This design comes from an exercise in tuning for small area on the open sky130 flow, not from production work. Function was checked by simulation only, so behaviour that the tests miss may differ from the original.

job 9539:
==> flow/design.v <==
module reaction_game(
    input  wire clk,
    input  wire start_btn,
    input  wire resp_btn,
    input  wire reset_btn,
    output reg  [7:0] leds,
    output reg  [6:0] seg,
    output reg        dp,
    output reg  [7:0] an,
    output wire       piezo,
    output wire lcd_rs,
    output wire lcd_rw,
    output reg  lcd_e,
    output reg [7:0] lcd_data,
    output wire fc_r,
    output wire fc_g,
    output wire fc_b
);
reg [15:0] scan;
always @(posedge clk) begin
    if (reset_btn) scan <= 16'hFFFF;
    else           scan <= scan + 1'b1;
end
wire ms_tick = &scan[2:0];
localparam S_IDLE=3'd0, S_WAIT=3'd1, S_SIGNAL=3'd2, S_CAPTURE=3'd3, S_RESULT=3'd4, S_FALSE=3'd5;
reg [2:0] state, next_state;
reg       chg;          
wire st_idle   = (state == S_IDLE);
wire st_wait   = (state == S_WAIT);
wire st_signal = (state == S_SIGNAL);
wire st_result = (state == S_RESULT);
wire st_false  = (state == S_FALSE);
reg [3:0] d0, d1, d2, d3, d4;
reg       hi;
wire m500  = (d3 != 0) | (d2 >= 5);                        
wire fast  = ~hi & (d4 == 0) & (d3 == 0);                  
wire le1k  = fast | (~hi & (d4 == 0) & (d3 == 1) & (d2 == 0) & (d1 == 0) & (d0 == 0));
localparam [15:0] INJ = 16'h544F;    
reg [15:0] lfsr;
reg [4:0]  inj;                      
wire       inj_on = ~inj[4];
wire       lfsr_init = reset_btn | (st_idle & ~start_btn);
always @(posedge clk) begin
    if (lfsr_init) lfsr <= 16'hACE1;
    else lfsr <= {lfsr[14:0], st_idle ? 1'b1 : inj_on ? INJ[inj[3:0]] : (lfsr[15]^lfsr[13]^lfsr[12]^lfsr[10])};
    if (st_idle) inj <= 5'd1;
    else if (inj_on) inj <= inj + 1'b1;
end
always @(*) begin
    next_state = state;
    case (state)
        S_IDLE:    if (start_btn) next_state = S_WAIT;
        S_WAIT:    if (resp_btn) next_state = S_FALSE; else if (wait_done) next_state = S_SIGNAL;
        S_SIGNAL:  if (resp_btn) next_state = S_CAPTURE;
        S_CAPTURE: next_state = S_RESULT;
        S_RESULT:  if (start_btn) next_state = S_IDLE;
        S_FALSE:   if (d3[1]) next_state = S_IDLE;
        default:   next_state = state;
    endcase
end
always @(posedge clk) begin
    if (reset_btn) begin state <= S_IDLE; chg <= 1'b1; end
    else begin state <= next_state; chg <= (next_state != state); end
end
wire cnt_clr = st_idle | (st_wait & (resp_btn | wait_done)) | (st_false & d3[1]);
wire cnt_inc = ms_tick & (st_wait | st_false | (st_signal & ~chg));
wire c0 = cnt_inc & (d0 == 9);
wire c1 = c0 & (d1 == 9);
wire c2 = c1 & (d2 == 9);
wire c3 = c2 & (d3 == 9);
wire c4 = c3 & (d4 == 9);
always @(posedge clk) begin
    if (reset_btn | cnt_clr) begin
        d0 <= 0; d1 <= 0; d2 <= 0; d3 <= 0; d4 <= 0; hi <= 0;
    end else begin
        if (cnt_inc) d0 <= c0 ? 4'd0 : d0 + 1'b1;
        if (c0) d1 <= c1 ? 4'd0 : d1 + 1'b1;
        if (c1) d2 <= c2 ? 4'd0 : d2 + 1'b1;
        if (c2) d3 <= c3 ? 4'd0 : d3 + 1'b1;
        if (c3) d4 <= c4 ? 4'd0 : d4 + 1'b1;
        if (c4) hi <= 1'b1;
    end
end
reg        play;
reg        p_out;
assign piezo = p_out;
localparam [13:0] MEL_K0  = 14'd10135;
localparam [13:0] MEL_END = 14'h3FFF;
reg  [13:0] m_cnt;
wire [11:0] r2    = {m_cnt[10:0] & {11{~st_idle}}, lfsr[15]};
wire [12:0] r2sub = {1'b0, r2} - 13'd1501;
wire        wait_done = m500 & (m_cnt[10:0] == 0);
wire        mel_end = (m_cnt == MEL_END);
always @(posedge clk) begin
    if (st_idle | inj_on)                       m_cnt <= {3'b0, r2sub[12] ? r2[10:0] : r2sub[10:0]};
    else if (st_result & chg)                   m_cnt <= MEL_K0;
    else if (play & ms_tick & (m_cnt[13:3] == 0)) m_cnt <= MEL_END;
    else if (play | (ms_tick & m500))           m_cnt <= m_cnt - 1'b1;
end
always @(posedge clk) begin
    if (reset_btn) play <= 1'b0;
    else play <= st_result & (chg | (play & ~mel_end));
end
always @(posedge clk) begin
    if (reset_btn) p_out <= 0;
    else p_out <= play & ~mel_end & fast & (p_out | (m_cnt == MEL_K0 - 14'd4800));
end
assign fc_r = 1'b0;
assign fc_g = 1'b0;
assign fc_b = 1'b0;
wire [1:0] wstep = d1[1:0] + {d2[0], 1'b0} + (d0 != 0);
always @(*) begin
    case (state)
        S_IDLE:              leds = 8'b00000001;
        S_WAIT:              leds = 8'b1 << wstep;
        S_SIGNAL, S_CAPTURE: leds = 8'hFF;
        S_RESULT:            leds = le1k ? 8'h0F : 8'hF0;
        S_FALSE:             leds = d2[0] ? 8'h00 : 8'hFF;
        default:             leds = 8'b1;
    endcase
end
wire [2:0] digit_sel = (lcd_data[7:5] == 0) ? 3'd0 : scan[15:13];
wire       blank = st_wait | st_false;
reg  [3:0] digit;
always @(*) begin
    an = 8'hFF;
    case (digit_sel)
        0: begin an[0] = 0; digit = d4; end
        1: begin an[1] = 0; digit = d3; end
        2: begin an[2] = 0; digit = d2; end
        3: begin an[3] = 0; digit = d1; end
        default: digit = 4'hF;
    endcase
    if (blank & ~digit_sel[2]) digit = 4'd0;
end
function [6:0] map(input [3:0] v);
    case (v)
        0: map = 7'b0111111;
        1: map = 7'b0000110;
        2: map = 7'b1011011;
        3: map = 7'b1001111;
        4: map = 7'b1100110;
        5: map = 7'b1101101;
        6: map = 7'b1111101;
        7: map = 7'b0000111;
        8: map = 7'b1111111;
        9: map = 7'b1101111;
        default: map = 7'b0000000;
    endcase
endfunction
always @(*) begin
    seg = map(digit);
    dp = (digit_sel == 1);
end
function [7:0] lcd_char(input [2:0] s, input f, input [2:0] i);
    reg [47:0] m;
    begin
        case (s)
            S_IDLE:   m = "START ";
            S_WAIT:   m = "WAIT  ";
            S_SIGNAL: m = "GO!!  ";
            S_RESULT: m = f ? "GOOD!!" : "AGAIN ";
            S_FALSE:  m = "FALSE ";
            default:  m = "------";
        endcase
        case (i)
            1: lcd_char = m[47:40];
            2: lcd_char = m[39:32];
            3: lcd_char = m[31:24];
            4: lcd_char = m[23:16];
            5: lcd_char = m[15:8];
            6: lcd_char = m[7:0];
            default: lcd_char = 8'h80;
        endcase
    end
endfunction
reg [2:0] lcd_idx;
reg [2:0] lcd_st;       
always @(posedge clk) begin
    if (reset_btn | chg) begin
        lcd_idx <= 0;
        lcd_st <= 0;
    end else begin
        case (lcd_st)
            3'd0, 3'd1, 3'd2: lcd_st <= lcd_st + 1'b1;
            3'd3, 3'd4: if (ms_tick) lcd_st <= lcd_st + 1'b1;
            default: if (ms_tick) begin
                if (lcd_idx == 6) lcd_st <= 3'd3;
                else begin lcd_st <= 0; lcd_idx <= lcd_idx + 1'b1; end
            end
        endcase
    end
end
always @(posedge clk) begin
    if (reset_btn) begin lcd_e <= 0; lcd_data <= 0; end
    else if (~chg) begin
        lcd_e <= (lcd_st == 1);
        if (lcd_st == 0) lcd_data <= lcd_char(state, fast, lcd_idx);
    end
end
assign lcd_rs = lcd_data[6] | lcd_data[5];
assign lcd_rw = 1'b0;
endmodule
Settings: LEC_CHECK=0, CAP_MARGIN=20, CORE_MARGIN=2, CORE_UTILIZATION=40, SLEW_MARGIN=20; clock period 45.0 ns.
standard.sh (not shown) runs the stock make flow with config.mk's settings and CLKGATE_MAP_FILE= SYNTH_SCRIPT=/design/flow/synth_recipe.tcl, a recipe that flattens the netlist after the stock synthesis.
==> flow/flow/run.sh <==
#!/bin/bash
# The standard layout (standard.sh), with three changes:
#  - synthesis maps with an area-oriented ABC script (flow/area.abc) and
#    leaves adders to ABC instead of fixed half/full-adder cells;
#  - port buffers are the smallest buffer, buf_1.
# Registers are inferred exactly as in the standard synthesis.
set -euo pipefail
HERE=$(pwd)
export MY_ABC_SCRIPT=$HERE/flow/area.abc
export ADDER_MAP_FILE=
export ABC_AREA=1
export BUFFER_PORTS_ARGS="-buffer_cell sky130_fd_sc_hd__buf_1"
sed -e "s#SYNTH_SCRIPT=[^ ]*synth_recipe.tcl#SYNTH_SCRIPT=$HERE/flow/my_synth.tcl#" standard.sh > my_standard.sh
grep -q "flow/my_synth.tcl" my_standard.sh
bash my_standard.sh > flow.log 2>&1
cp orfs/logs/sky130hd/reaction_game/base/*.log . 2>/dev/null || true
==> flow/flow/area.abc <==
strash
&get -n
&deepsyn -T 20
&put
dch -f
map -a
topo
==> flow/flow/my_synth.tcl <==
# synth_recipe.tcl, with ORFS's ABC script replaced by flow/area.abc
proc synth {args} { yosys synth -nofsm -noshare {*}$args }
proc abc {args} {
  set i [lsearch -exact $args -script]
  if {$i >= 0} { lset args [expr {$i+1}] $::env(MY_ABC_SCRIPT) }
  yosys abc {*}$args
}
source $::env(SCRIPTS_DIR)/synth.tcl
# left out here: clear keep_hierarchy, flatten, clean up, hide names made inside functions, write 1_2_yosys.v
#### Input delta (job 1955 over job 9539)
Settings: an added ABC_AREA of 1.
==> flow/run.sh (new file) <==
#!/bin/bash
# synth_recipe.tcl (not shown) runs the flow's synth.tcl, then flattens the netlist and writes it again
# the make line also repeats each setting of config.mk as NAME=value (left out here)
make -C /OpenROAD-flow-scripts/flow DESIGN_CONFIG=/design/flow/config.mk WORK_HOME=/design/flow/orfs CLKGATE_MAP_FILE= SYNTH_SCRIPT=/design/flow/synth_recipe.tcl finish
removed: flow/flow/run.sh
removed: flow/flow/area.abc
removed: flow/flow/my_synth.tcl
removed: flow/standard.sh
Findings:
Fmax | job 1955 vs job 9539 | job 1955 faster
Note that the number of combinational gates with multiple inputs recorded for job 9539 amounts to 0.69 times the value seen in job 1955.
Relative to job 9539, job 1955 degrades worst-case headroom to the max-slew limit.
Job 1955 against job 9539: summed instance area of the synthesized netlist grew by about 30%, logic depth of the worst path, buffers included saw a decrease.
Per the comparison of job 1955 with job 9539, count of buffers not belonging to the clock network in the layout saw a decrease, post-route clock period utilization dropped 1.3 points.
On detailed route wirelength on metal3: between job 9539 and job 1955, it ends up lower for job 1955.
sky130_fd_sc_hd__nand2_1 as the commonest non-fill, non-tap cell in the layout was reported by job 1955, and sky130_fd_sc_hd__nor2_1 by job 9539.

[port drivers added, routing unchanged]
The flow's constraints put no driver on any port. The routed layouts listed below were extracted and timed again, unchanged, in two steps.
Step 1: set_driving_cell puts a clkbuf_16 on clk and a buf_2 on each other input, an assumption about the parent block.
Step 2, shift: input delay + t, output delay - t, t = (earliest + latest rising clock arrival at the registers) / 2. This alone moves slack from input paths to output paths.
a / b / c = ideal / step 1 / step 2; a / b = the first two.
| run | t (ns) | setup slack, ns | hold slack, ns | cell pins on the clock port's net |
|---|---|---|---|---|
| job 9539 | 0.371 | 32.476 / 32.440 / 32.811 | 0.402 / 0.402 / 0.402 | 1 |
| job 1955 | 0.391 | 33.072 / 33.033 / 33.424 | 0.408 / 0.408 / 0.408 | 1 |
After both steps every run listed still meets setup and hold.
